This design comes from an exercise in tuning for small area on the open sky130 flow, not from production work.
No run shown here included a check of the RTL's function; only the layout flow was run.
Power is estimated from default activity; no workload was simulated.

==> flow/design.v, too long to show whole: its modules and the start of the top module <==
// module MBF: 1393 lines
// module MBF_fa: 3 lines
// module MBF_ha: 3 lines
// module MBF_hn: 4 lines
module MBF(CLK, RESET, IN_VALID, IN_DATA, X_DATA, Y_DATA, OUT_VALID);
  // ...
==> flow/run.sh <==
#!/bin/bash
# synth_recipe.tcl (not shown) runs the flow's synth.tcl, then flattens the netlist and writes it again
# the make line also repeats each setting of config.mk as NAME=value (left out here)
make -C /OpenROAD-flow-scripts/flow DESIGN_CONFIG=/design/flow/config.mk WORK_HOME=/design/flow/orfs CLKGATE_MAP_FILE= SYNTH_SCRIPT=/design/flow/synth_recipe.tcl finish
==> flow/config.mk <==
export PLATFORM = sky130hd
export DESIGN_NAME = MBF
export DESIGN_NICKNAME = MBF
export VERILOG_FILES = /design/flow/design.v
export SDC_FILE = /design/flow/constraint.sdc
export NUM_CORES = 4
export LEC_CHECK = 0
export CAP_MARGIN = 20
export CORE_MARGIN = 2
export CORE_UTILIZATION = 40
export CTS_BUF_LIST = sky130_fd_sc_hd__clkbuf_4
export CTS_CLUSTER_SIZE = 12
export SLEW_MARGIN = 20
export SYNTH_HIERARCHICAL = 1
==> flow/constraint.sdc <==
create_clock -name core_clock -period 7.0 [get_ports {CLK}]
set_input_delay 1.4000 -clock core_clock [delete_from_list [all_inputs] [get_ports {CLK}]]
set_output_delay 1.4000 -clock core_clock [all_outputs]
set_load 0.01 [all_outputs]
==> notes.md, run 1 <==
outcome complete, no violations; row count 75; Main synth FF type dfxtp_1; hold depth 1; non-clock buffer count 82; final cell count without fillers 1903; ClkCell Share 4.83%; post_cts resized 1; Worst IR Drop VDD 0.141 mV; sequential area share after synthesis just under 30%; clk slew on worst S/H paths 70 ps; Num Clock Sinks 245; area share of the largest cell type after synthesis 54.3%; Placement Cell Area roughly 0.018 sq mm; largest class multi-input gates; post-route minimum period 6790 ps; Crit path required time 7560 ps; Boundary Pins 43; # diodes 3; Multi-input gate area 0.0109 sq mm; Synth Area in Adders 57.0%; Yosys cell types 17; count leader, synth fa_1; Max power group combinational logic; EDFF count, synth 0; Routed WL 39400 um; post-CTS setup buffer count 0; Port Buffer Count 40; DRT met1 WL 17900 um; clk pwr 0.00136 W; P_comb 0.00181 W; Fill cells 3706
==> run 2, diff against run 1 <==
--- a/flow/config.mk
+++ b/flow/config.mk
@@ -7,2 +7,3 @@
 export LEC_CHECK = 0
+export ABC_AREA = 1
 export CAP_MARGIN = 20
==> notes.md, run 2 <==
GRT Total Usage 20.1% (was 19.9%); Routed WL 39500 um (was 39400 um); Detailed Routing Iterations Pass 1 9 (was 4); first-pass GRT wire length 63500 um (was 62800 um); worst-margin pin slew 1040 ps (was 958 ps); syn_area_per_cell 13.2 sq um (was 14.0 sq um); die width 208 um (was 209 um); Crit Reg-Reg Endpoint q717$_SDFF_PP1_ (was q350$_SDFF_PP0_); Clock Power Share 27.2% (was 29.1%); post-CTS setup buffer count 0 (unchanged); synthesized area 0.0167 sq mm (was 0.0168 sq mm); die area 0.0433 sq mm (was 0.0437 sq mm); Syn. warnings 7 (unchanged); Boundary Pins 43 (unchanged); async set-reset flop share out of synthesis 0% (unchanged); Slew Limit Fails 0 (unchanged); CTS tree built (unchanged); most frequent cells after synthesis fa_1 (456), dfxtp_1 (245), inv_1 (219) (was fa_1 (456), dfxtp_1 (245), inv_1 (163)); DRT iter0 DRCs 401 (was 493); area share of the largest cell type after synthesis 54.7% (was 54.3%); Comb power frac 39.7% (was 38.6%); Yosys cell types 15 (was 17); synth top area cells fa_1 (55%), dfxtp_1 (29%), inv_1 (4.9%), nor2_1 (3.3%), ha_1 (2.7%) (was fa_1 (54%), dfxtp_1 (29%), inv_1 (3.6%), nand2b_1 (2.9%), ha_1 (2.7%)); Post-DP HPWL 34100 um (was 33800 um); RR Startpoint r13[8]$_DFF_P_ (was r5[0]$_DFF_P_); # setup viols final 0 (unchanged); synthesis-to-finish area growth 11.0% (was 11.5%); setup TNS 0 ps (unchanged); clock root buffer clkbuf_4 (unchanged); layout cells sized above 1 10.8% (was 13.2%); post-route minimum period 6710 ps (was 6790 ps); crit path DAT 7320 ps (was 7340 ps); Leak 8.42 nW (about the same); count leader, synth fa_1 (unchanged); Seq cells post-synth 245 (unchanged); Syn Inst Count 1267 (was 1204); vias in the first global route 10800 (was 10600); leading area contributor after synthesis fa_1 (unchanged); Peak Freq 149 MHz (was 147 MHz); cell-internal power 0.00296 W (was 0.00309 W); number of vias per cell 4.58 (was 4.55); clk latency of the worst-skew pair 740 ps (was 760 ps); Initial Utilization 40.7% (was 40.3%); HP Class flop to flop (unchanged); Worst Hold Launch r0[5]$_DFF_P_ (was r0[9]$_DFF_P_); Fin Hold WS 357 ps (was 324 ps); most common cell after layout, fill and taps aside fa_1 (unchanged); Crit path required time 7610 ps (was 7560 ps); Worst IR Drop VDD 0.141 mV (about the same); Wirelength per Cell 20.3 um (was 20.7 um); Slew HR 30.6% (was 36.1%); Final GP Congestion 0.943 (was 0.879); clock tree buffer depth 3 (unchanged); worst setup path class flop to flop (unchanged); Die Ht 208 um (was 209 um); Worst setup SP type flop (unchanged); Critical Path End Type flop (unchanged); Hold Vio Cnt, Final 0 (unchanged); grt total ovfl 0 (unchanged); Hold-fix buffers, CTS 0 (unchanged); Sequential Power Share 33.1% (was 32.3%); Sw Share 35.1% (was 34.0%); RSZ-0062 raised after global routing false (was true); row count 74 (was 75); DRC Markers 0 (unchanged); largest net degree at the start of global routing 94 (was 133); CP max FO 3 (unchanged); Num Clock Sinks 245 (unchanged); Port Buffer Count 40 (unchanged); hold depth 1 (unchanged); pwr/cell area 246 mW/mm^2 (was 250 mW/mm^2); worst-case reg-to-reg path depth 18 (was 25); TritonCTS Buffers 69 (was 72); skew final 66.7 ps (was 65.9 ps); outcome complete, no violations (unchanged); max-cap violations 0 (unchanged); initial antenna violation count 1 (was 2); H-tree levels 3 (unchanged); most frequent cells in the layout fa_1 (453), dfxtp_1 (244), inv_1 (219) (was fa_1 (451), dfxtp_1 (243), inv_1 (163)); core area 0.0410 sq mm (was 0.0418 sq mm); Worst R2R Setup Slack 290 ps (was 210 ps); clk slew on worst S/H paths 70 ps (about the same); Vias 8903 (was 8666); nets 1879 (was 1816); EDFF count, synth 0 (unchanged); Final period util 95.8% (was 97.0%); Main synth FF type dfxtp_1 (unchanged); sequential area share after synthesis 29.4% (was 29.2%); worst hold path endpoint r1[5]$_DFF_P_ (was r1[9]$_DFF_P_); P_sw 0.00160 W (was 0.00159 W); Post-DRT Antenna Nets 0 (unchanged)
-- run 2: per-stage QoR --
step	worst slack, ps	util, %	instances	area [sq um]	power [W]
3_3_place_gp	312	43.2	1832	17700	0.00338
6_report	293	45.2	1944	18500	0.00456
3_5_place_dp	207	43.2	1832	17700	0.00341
5_1_grt	1.78	45.2	1944	18500	0.00502
2_1_floorplan	478	-	1268	16700	0.00285
4_1_cts	207	45.1	1943	18500	0.00467
-- run 2: cell families after synthesis --
| kind of cell | Yosys count | share of synthesized area [%] |
|---|---|---|
| fa+ha+maj | 492 | 57.4 |
| simple gates | 257 | 6.08 |
| flops | 245 | 29.4 |
| other cells | 1 | 0.0225 |
| buf+inv | 272 | 7.06 |
-- run 2: cell type report --
cell class / instances / area (sq um)
inverters: 220 / 827
repair buffers: 84 / 727
well taps: 532 / 666
diodes: 1 / 2.50
flip-flops and latches: 245 / 4910
multi-input cells: 751 / 10600
clock buffers: 90 / 676
fillers: 3751 / 22500
clock inverters: 21 / 110
-- run 2: routing by layer --
layer / share of wire, % / global-route usage, % / up-vias
li1: - / - / 3842
met2: 47 / 31.9 / 274
met3: 6.9 / 5.07 / 58
met1: 44 / 27.5 / 4729
met4: 1.8 / 5.90 / 0
met5: 0 / 0 / -
-- run 2: repair_timing --
item                                   4_1_cts  5_1_grt
endpoints found under the hold margin        0        0
setup endpoints to repair                    1        2
gates resized for setup                      1        4
-- run 2: worst max-delay path, stage by stage, from the launching register on --
cell,delay (ps)
dfxtp_1,420
fa_2,540
fa_1,440
fa_1,420
fa_1,470
fa_1,420
fa_1,480
fa_1,460
fa_1,510
inv_1,50
fa_1,440
ha_1,220
fa_1,360
inv_1,60
inv_1,40
ha_1,220
fa_1,390
fa_1,420
or2_1,210
-- run 2: Yosys stat by module, one instance, submodules excluded --
module	cell area [sq um]	cells	copies in the design	flip-flops and latches
MBF_fa	20.0	1	456	0
MBF_ha	12.5	1	21	0
MBF	6990	745	1	245
MBF_hn	20.0	3	15	0
-- run 2: how the worst max path moves through the flow --
stage                    startpoint              end  slack, ps  depth (start not counted)
detailed placement    r3[8]$_DFF_P_  q717$_SDFF_PP1_        210                         18
global placement      r3[2]$_DFF_P_  q350$_SDFF_PP0_        310                         26
global route        q293$_SDFF_PP0_  q717$_SDFF_PP1_          2                         19
finish               r13[8]$_DFF_P_  q717$_SDFF_PP1_        290                         18
CTS                  r13[8]$_DFF_P_  q717$_SDFF_PP1_        210                         18
floorplan             r2[8]$_DFF_P_  q717$_SDFF_PP1_        480                         19
-- run 2: power by group through the flow --
stage	registers, W	clock network [W]	logic, W
final	0.00151	0.00124	0.00181
after global routing	0.00151	0.00136	0.00214
after CTS	0.00151	0.00129	0.00187
after detailed placement	0.00154	0	0.00186
after global placement	0.00154	0	0.00184
after floorplan	0.00153	0	0.00132
==> run 3, diff against run 2 <==
--- a/flow/config.mk
+++ b/flow/config.mk
@@ -7,3 +7,2 @@
 export LEC_CHECK = 0
-export ABC_AREA = 1
 export CAP_MARGIN = 20
@@ -11,4 +10,2 @@
 export CORE_UTILIZATION = 40
-export CTS_BUF_LIST = sky130_fd_sc_hd__clkbuf_4
-export CTS_CLUSTER_SIZE = 12
 export SLEW_MARGIN = 20
==> notes.md, run 3 <==
Synth Area in Adders 57.0% (was 57.4%); async set-reset flop share out of synthesis 0% (unchanged); row count 75 (was 74); Yosys cell types 17 (was 15); number of vias per cell 4.57 (was 4.58); Wirelength per Cell 21.3 um (was 20.3 um); # diodes 0 (was 1); most common cell after layout, fill and taps aside fa_1 (unchanged); synth top area cells fa_1 (54%), dfxtp_1 (29%), inv_1 (3.6%), nand2b_1 (2.9%), ha_1 (2.7%) (was fa_1 (55%), dfxtp_1 (29%), inv_1 (4.9%), nor2_1 (3.3%), ha_1 (2.7%)); post-synthesis mux area share 0% (unchanged); max-cap violations 0 (unchanged); DRC Markers 0 (unchanged); Worst setup SP type flop (unchanged); Syn Inst Count 1204 (was 1267); EDFF count, synth 0 (unchanged); final cell count without fillers 1827 (was 1944); CP max FO 4 (was 3); initial antenna violation count 0 (was 1); worst-margin pin slew 975 ps (was 1040 ps); Worst IR Drop VDD 0.195 mV (was 0.141 mV); synthesis-to-finish area growth 12.3% (was 11.0%); outcome complete, no violations (unchanged); clk slew on worst S/H paths 60 ps (was 70 ps); Syn. warnings 7 (unchanged); core area 0.0418 sq mm (was 0.0410 sq mm); simple-gate share of the synthesized area 7.86% (was 6.08%); Boundary Pins 43 (unchanged); H-tree levels 1 (was 3); Design Area, Final 0.0189 sq mm (was 0.0185 sq mm); nets 1773 (was 1879); Slew HR 35.0% (was 30.6%); Num Clock Sinks 245 (unchanged); Seq cells post-synth 245 (unchanged); layout cells sized above 1 9.24% (was 10.8%); area share of the largest cell type after synthesis 54.3% (was 54.7%); Fill cells 3666 (was 3751); Vias 8344 (was 8903); Placement Cell Area 0.0178 sq mm (was 0.0177 sq mm); Peak Freq 148 MHz (was 149 MHz); clock tree buffer depth 3 (unchanged); Post-DP HPWL 33800 um (was 34100 um); most frequent cells after synthesis fa_1 (456), dfxtp_1 (245), inv_1 (163) (was fa_1 (456), dfxtp_1 (245), inv_1 (219)); Synth Area in XOR/XNOR 0% (unchanged); HP Class flop to flop (unchanged); sequential area share after synthesis 29.2% (was 29.4%); layer with the highest usage met2 (unchanged); compound-cell area share of the yosys netlist 0% (unchanged); first-pass GRT wire length 62000 um (was 63500 um); M3 GR Usage 3.52% (was 5.07%); Initial Utilization 40.3% (was 40.7%); # setup viols final 0 (unchanged); Leak 8.36 nW (was 8.42 nW); setup TNS 0 ps (unchanged); Final GP Congestion 0.879 (was 0.943); syn_area_per_cell 14.0 sq um (was 13.2 sq um); synthesized area 0.0168 sq mm (was 0.0167 sq mm); Slew Limit Fails 0 (unchanged); post-route minimum period 6750 ps (was 6710 ps); Main synth FF type dfxtp_1 (unchanged); die width 209 um (was 208 um); Die Ht 209 um (was 208 um); vias in the first global route 10200 (was 10800); skew final 11.8 ps (was 66.7 ps); grt total ovfl 0 (unchanged); Detailed Routing Iterations Pass 1 4 (was 9); clk latency of the worst-skew pair 580 ps (was 740 ps); Final period util 96.4% (was 95.8%); Critical Path End Type primary output (was flop); crit path DAT 5350 ps (was 7320 ps); RSZ-0062 raised after global routing true (was false); met2 Use GR 31.3% (was 31.9%); Port Buffer Count 40 (unchanged); Post-Place Cells 1772 (was 1832); count leader, synth fa_1 (unchanged); Hold Vio Cnt, Final 0 (unchanged); CTS tree built (unchanged); TritonCTS Buffers 29 (was 69); DRT iter0 DRCs 450 (was 401); worst setup path class flop to primary output (was flop to flop); die area 0.0437 sq mm (was 0.0433 sq mm); pwr/cell area 262 mW/mm^2 (was 246 mW/mm^2); leading area contributor after synthesis fa_1 (unchanged); Fin Hold WS 373 ps (was 357 ps); grt met1 use 27.9% (was 27.5%); most frequent cells in the layout fa_1 (448), dfxtp_1 (243), inv_1 (163) (was fa_1 (453), dfxtp_1 (244), inv_1 (219)); Multi-input gate area 0.0109 sq mm (was 0.0106 sq mm); FF+latch area 0.00491 sq mm (about the same); Post-DRT Antenna Nets 0 (unchanged); GRT Total Usage 19.5% (was 20.1%); Routed WL 39000 um (was 39500 um); largest family of logic cells by synthesized area adder cells (unchanged); largest net degree at the start of global routing 133 (was 94); clock root buffer clkbuf_16 (was clkbuf_4); Crit path required time 5600 ps (was 7610 ps)
==> run 3: cell types whose count changed after synthesis, moves of 19 or more <==
cell	previous run	this run
nor2_1	145	83
buf_2	20	1
nor2b_1	0	56
nand2_1	94	13
nand2b_1	0	78
inv_1	219	163
==> run 3: stage by stage <==
| stage | power [W] | setup slack (ps) | utilization, % |
|---|---|---|---|
| finish | 0.00494 | 251 | 45.2 |
| global route | 0.00532 | -0.314 | 45.2 |
| CTS | 0.00504 | 112 | 45.1 |
| detailed placement | 0.00338 | 147 | 42.6 |
| global placement | 0.00339 | 125 | 42.6 |
| floorplan | 0.00280 | 409 | - |
==> run 3: cell type report <==
cell class                 count  area share (%)
clock buffer                  37            4.27
clock inverter                17            1.22
inverter                     163            3.24
multi-input combinational    744            57.9
sequential                   245            26.0
tap                          539            3.57
timing repair buffer          82            3.80
==> run 3: power by group <==
group	switching (W)	total, W	internal (W)
Clock	0.000645	0.00162	0.000972
Combinational	0.000910	0.00181	0.000904
Sequential	0.0000397	0.00151	0.00147
==> run 3: critical path, stage by stage (launching register included) <==
cell and delay (ps):
dfxtp_1 360, buf_4 190, fa_1 430, fa_1 520, inv_1 60, fa_1 440, fa_1 460, inv_1 60
inv_1 40, ha_1 180, fa_1 370, fa_1 380, fa_1 490, nor4_2 190, nand3_1 110, clkdlybuf4s50_1 500
==> run 3: final timing paths <==
path / start / end / cells past startpoint / slack, ps
worst min register to register: r0[10]$_DFF_P_ / r1[10]$_DFF_P_ / 1 / 370
worst max-delay path: r10[11]$_DFF_P_ / OUT_VALID / 15 / 250
worst max register to register: r13[8]$_DFF_P_ / q717$_SDFF_PP1_ / 18 / 250
worst min-delay path: r0[10]$_DFF_P_ / r1[10]$_DFF_P_ / 1 / 370
==> run 3: modules after synthesis, one instance, submodules excluded <==
module | cell area (sq um) | times used | flops+latches | cells
MBF_ha | 12.5 | 21 | 0 | 1
MBF_fa | 20.0 | 456 | 0 | 1
MBF_hn | 20.0 | 15 | 0 | 3
MBF | 7130 | 1 | 245 | 682
==> run 3: what timing repair did <==
item | in CTS | in global routing
buffers inserted | 0 | 1
gates resized for setup | 0 | 11
hold buffers | 0 | 0
setup endpoints to repair | 0 | 5
==> run 3: cell families (layout without fill, tap and decap cells) <==
logic type | after synthesis | in the layout
adders and majority gates | 492 | 492
other | 1 | 2
DFF | 245 | 245
and+or+nand+nor | 250 | 250
buffers and inverters | 216 | 299
==> run 3: routing by layer <==
metal / share of wire [%] / up-vias
met4: 1.8 / 0
li1: - / 3586
met5: 0 / -
met2: 47 / 195
met1: 45 / 4518
met3: 6.0 / 45

[static timing again, ports no longer ideal]
How much do the figures lean on ideal ports? The routed layouts below were timed once more, with nothing changed but the port constraints.
Step 1 (the two cells are an assumption about what drives the block):
set clk [get_ports {CLK}]
set_driving_cell -lib_cell sky130_fd_sc_hd__clkbuf_16 $clk
set_driving_cell -lib_cell sky130_fd_sc_hd__buf_2 [delete_from_list [all_inputs] $clk]
Step 2 times the ports against the registers' clock, not the clock port: input delays grow and output delays shrink by t, the midpoint of the rising clock arrivals with the driver on.
a / b / c = ideal / step 1 / step 2; a / b = the first two.
run	shift t [ns]	setup slack, ns	worst setup path at the end	worst slew at a driven data input, ns	cell pins on the clock port's net
run 1	0.768	0.212 / 0.212 / 0.212	register to register	0.04	1
run 2	0.754	0.293 / 0.258 / 0.293	register to register	0.03	1
run 3	0.623	0.251 / 0.200 / 0.254	register to register	0.04	1
After both steps every run listed still meets setup and hold.
